Context: an optimization exercise on an open-source flow, tuned for small area, a short achievable clock period and few clock cycles. The choices shown serve that exercise and are no tape-out recipe. Only simulation tests tie the RTL to the original design; equivalence was not proved. Power is estimated from default activity; no workload was simulated.

## riscv_cpu
module riscv_cpu (
    input         clk, reset,
    output [31:0] PC,
    input  [31:0] Instr,
    output        MemWrite,
    output [31:0] Mem_WrAddr, Mem_WrData,
    input  [31:0] ReadData
);
Size in the first run: about 5500 cells after synthesis, ~1300 flip-flops, about 66000 um^2 of cells after synthesis.
==> flow/config.mk <==
export PLATFORM = sky130hd
export DESIGN_NAME = riscv_cpu
export DESIGN_NICKNAME = riscv_cpu
export VERILOG_FILES = /design/flow/design.v
export SDC_FILE = /design/flow/constraint.sdc
export NUM_CORES = 8
export LEC_CHECK = 0
export CAP_MARGIN = 20
export CORE_MARGIN = 2
export CORE_UTILIZATION = 35
export SETUP_SLACK_MARGIN = 5
export SLEW_MARGIN = 20
export SYNTH_HIERARCHICAL = 1
export SYNTH_MINIMUM_KEEP_SIZE = 20
==> flow/constraint.sdc <==
create_clock -name core_clock -period 12.0 [get_ports {clk}]
set_input_delay 2.4000 -clock core_clock [delete_from_list [all_inputs] [get_ports {clk}]]
set_output_delay 2.4000 -clock core_clock [all_outputs]
set_load 0.01 [all_outputs]
standard.sh (not shown) runs the stock make flow with config.mk's settings and CLKGATE_MAP_FILE= SYNTH_SCRIPT=/design/flow/synth_recipe.tcl, a recipe that flattens the netlist after the stock synthesis.
==> flow/flow/run.sh <==
#!/bin/bash
# The standard layout (standard.sh), run in two parts, with these changes
# to how it is made (the SDC, with its clock period, is unchanged):
#  - timing repair aims at a setup margin of 7.9 ns up to CTS, and of 8.3 ns
#    at global routing (to leave room for what detailed routing adds)
#  - port buffers start as buf_4 instead of the delay buffer ORFS picks
#  - CTS: clkbuf_8 sink buffers, no dummy loads
#  - one more round of timing repair after global routing (flow/grt_extra.tcl)
# make's full output goes to flow_cts.log and flow_finish.log in this folder.
set -euo pipefail
COMMON=(
  "BUFFER_PORTS_ARGS=-buffer_cell sky130_fd_sc_hd__buf_4"
  "CTS_ARGS=-sink_clustering_enable -repair_clock_nets -dont_use_dummy_load -sink_clustering_buffer sky130_fd_sc_hd__clkbuf_8"
)
bash standard.sh "${COMMON[@]}" SETUP_SLACK_MARGIN=7.9 cts > flow_cts.log 2>&1
bash standard.sh "${COMMON[@]}" SETUP_SLACK_MARGIN=8.3 "POST_GLOBAL_ROUTE_TCL=$PWD/flow/grt_extra.tcl" finish > flow_finish.log 2>&1
==> flow/flow/grt_extra.tcl <==
# one more round of timing repair on the global-routing parasitics
puts "extra timing repair after global routing"
log_cmd global_route -start_incremental
log_cmd estimate_parasitics -global_routing
repair_timing -setup_margin $::env(SETUP_SLACK_MARGIN) -hold_margin 0 -repair_tns 100 -verbose
log_cmd detailed_placement
log_cmd global_route -end_incremental
log_cmd estimate_parasitics -global_routing
report_worst_slack -max
Testbench counts at the start, summed over its fixed seeds: cycles 781,420.
Then changed:
--- a/flow/flow/run.sh
+++ b/flow/flow/run.sh
@@ -4 +4 @@
-#  - timing repair aims at a setup margin of 7.9 ns up to CTS, and of 8.3 ns
+#  - timing repair aims at a setup margin of 8.1 ns up to CTS, and of 8.3 ns
@@ -7 +7 @@
-#  - CTS: clkbuf_8 sink buffers, no dummy loads
+#  - CTS: clkbuf_16 sink buffers on clusters of up to 16 flip-flops, no dummy loads
@@ -13 +13 @@
-  "CTS_ARGS=-sink_clustering_enable -repair_clock_nets -dont_use_dummy_load -sink_clustering_buffer sky130_fd_sc_hd__clkbuf_8"
+  "CTS_ARGS=-sink_clustering_enable -repair_clock_nets -dont_use_dummy_load -sink_clustering_buffer sky130_fd_sc_hd__clkbuf_16 -sink_clustering_size 16 -sink_clustering_max_diameter 100"
@@ -15 +15 @@
-bash standard.sh "${COMMON[@]}" SETUP_SLACK_MARGIN=7.9 cts > flow_cts.log 2>&1
+bash standard.sh "${COMMON[@]}" SETUP_SLACK_MARGIN=8.1 cts > flow_cts.log 2>&1
Effect: Die area does not change. Routed wire length grows by 1.3%. Core utilization came out lower by 0.25 points.
Then changed:
==> flow/flow/run.sh (replaced) <==
#!/bin/bash
# The standard layout (standard.sh) with these changes to how it is made:
#  - timing repair aims at a setup margin of 7.9 ns (the SDC, with its clock
#    period, is unchanged)
#  - port buffers start as buf_4 instead of the delay buffer ORFS picks
#  - CTS: clkbuf_8 sink buffers, no dummy loads
# make's full output goes to flow.log in this folder.
set -euo pipefail
bash standard.sh \
  SETUP_SLACK_MARGIN=7.9 \
  "BUFFER_PORTS_ARGS=-buffer_cell sky130_fd_sc_hd__buf_4" \
  "CTS_ARGS=-sink_clustering_enable -repair_clock_nets -dont_use_dummy_load -sink_clustering_buffer sky130_fd_sc_hd__clkbuf_8" \
  finish > flow.log 2>&1
removed: flow/flow/grt_extra.tcl
Outcome: Wire length is lower by 4.7%; power drops by 3.6%; clock skew shrinks by 0.016 ns; combinational power shrinks by 16%; critical path depth decreases by 1; first-iteration DRC count shrinks by 8.8%; worst setup slack loses 0.35 ns; synthesized area stays the same; via count shrinks by 3.4%; non-clock buffer count falls by 248; sequential cell count is unchanged.
Then changed:
==> flow/flow/run.sh (replaced) <==
#!/bin/bash
# The standard layout (standard.sh), run in two parts, with these changes
# to how it is made (the SDC, with its clock period, is unchanged):
#  - timing repair aims at a setup margin of 7.9 ns up to CTS, and of 8.3 ns
#    at global routing (to leave room for what detailed routing adds)
#  - port buffers start as buf_4 instead of the delay buffer ORFS picks
#  - CTS: clkbuf_16 sink buffers on clusters of up to 16 flip-flops, no dummy loads
#  - one more round of timing repair after global routing (flow/grt_extra.tcl)
# make's full output goes to flow_cts.log and flow_finish.log in this folder.
set -euo pipefail
COMMON=(
  "BUFFER_PORTS_ARGS=-buffer_cell sky130_fd_sc_hd__buf_4"
  "CTS_ARGS=-sink_clustering_enable -repair_clock_nets -dont_use_dummy_load -sink_clustering_buffer sky130_fd_sc_hd__clkbuf_16 -sink_clustering_size 16 -sink_clustering_max_diameter 100"
)
bash standard.sh "${COMMON[@]}" SETUP_SLACK_MARGIN=7.9 cts > flow_cts.log 2>&1
bash standard.sh "${COMMON[@]}" SETUP_SLACK_MARGIN=8.3 "POST_GLOBAL_ROUTE_TCL=$PWD/flow/grt_extra.tcl" finish > flow_finish.log 2>&1
==> flow/flow/grt_extra.tcl (new file) <==
# one more round of timing repair on the global-routing parasitics
puts "extra timing repair after global routing"
log_cmd global_route -start_incremental
log_cmd estimate_parasitics -global_routing
repair_timing -setup_margin $::env(SETUP_SLACK_MARGIN) -hold_margin 0 -repair_tns 100 -verbose
log_cmd detailed_placement
log_cmd global_route -end_incremental
log_cmd estimate_parasitics -global_routing
report_worst_slack -max
Outcome: The new run completed with no timing, DRC or antenna violations. Power rose by about 2.7%. Design area rises by 3.8%. Die area does not change. Sequential power shrinks by about 2%. Wire length increases by about 2.4%. Critical path depth went up by 2.
Then changed:
--- a/flow/flow/run.sh
+++ b/flow/flow/run.sh
@@ -8 +7,0 @@
-#  - one more round of timing repair after global routing (flow/grt_extra.tcl)
@@ -16 +15 @@
-bash standard.sh "${COMMON[@]}" SETUP_SLACK_MARGIN=8.3 "POST_GLOBAL_ROUTE_TCL=$PWD/flow/grt_extra.tcl" finish > flow_finish.log 2>&1
+bash standard.sh "${COMMON[@]}" SETUP_SLACK_MARGIN=8.3 finish > flow_finish.log 2>&1
removed: flow/flow/grt_extra.tcl
Result: The new run produced a clean layout; total power came out lower by 0.73%; register-to-register slack gets worse by 0.09 ns; clock skew came out higher by 0.0061 ns; wire length stays flat; hold slack gets better by 0.0035 ns; global-route usage does not change; critical path depth came out lower by 3.
Then changed:
--- a/flow/flow/run.sh
+++ b/flow/flow/run.sh
@@ -7 +7 @@
-#  - CTS: clkbuf_16 sink buffers on clusters of up to 16 flip-flops, no dummy loads
+#  - CTS: clkbuf_8 sink buffers, no dummy loads
@@ -12 +12 @@
-  "CTS_ARGS=-sink_clustering_enable -repair_clock_nets -dont_use_dummy_load -sink_clustering_buffer sky130_fd_sc_hd__clkbuf_16 -sink_clustering_size 16 -sink_clustering_max_diameter 100"
+  "CTS_ARGS=-sink_clustering_enable -repair_clock_nets -dont_use_dummy_load -sink_clustering_buffer sky130_fd_sc_hd__clkbuf_8"
The new run ran to the end with no violations.
Worst setup slack gets worse by 0.069 ns.
Via count went up by 1.4%.
Critical path depth climbs by 9.
Cell area increases by 1.0%.

==> afterwards: timing with drivers on the ports <==
Ports are ideal in the flow. The routed layouts listed here were re-timed in OpenROAD. Step 1: set_driving_cell puts a clkbuf_16 on clk and a buf_2 on each other input, an assumption about the parent block. Step 2 also shifts input and output timing later by t, the mid clock arrival at the registers, as if the neighbouring blocks saw the same clock. Three values: ideal ports, drivers, drivers and shift; two values: the first two.
run | shift t [ns] | slack for setup (ns) | worst data-port slew with drivers (ns)
the first run | 0.867 | 8.156 / 8.126 / 7.376 | 0.11
the second run | 0.806 | 8.211 / 8.148 / 7.492 | 0.11
the third run | 0.858 | 7.858 / 7.879 / 7.060 | 0.11
the fourth run | 0.820 | 8.206 / 8.154 / 7.409 | 0.13
the fifth run | 0.821 | 8.124 / 8.143 / 7.357 | 0.11
the sixth run | 0.868 | 8.055 / 8.055 / 7.316 | 0.10
After both steps setup and hold are still met in every run listed. The setup slack of the third run, which loses most, moves by +0.021 ns with the drivers and by -0.798 ns with both steps.
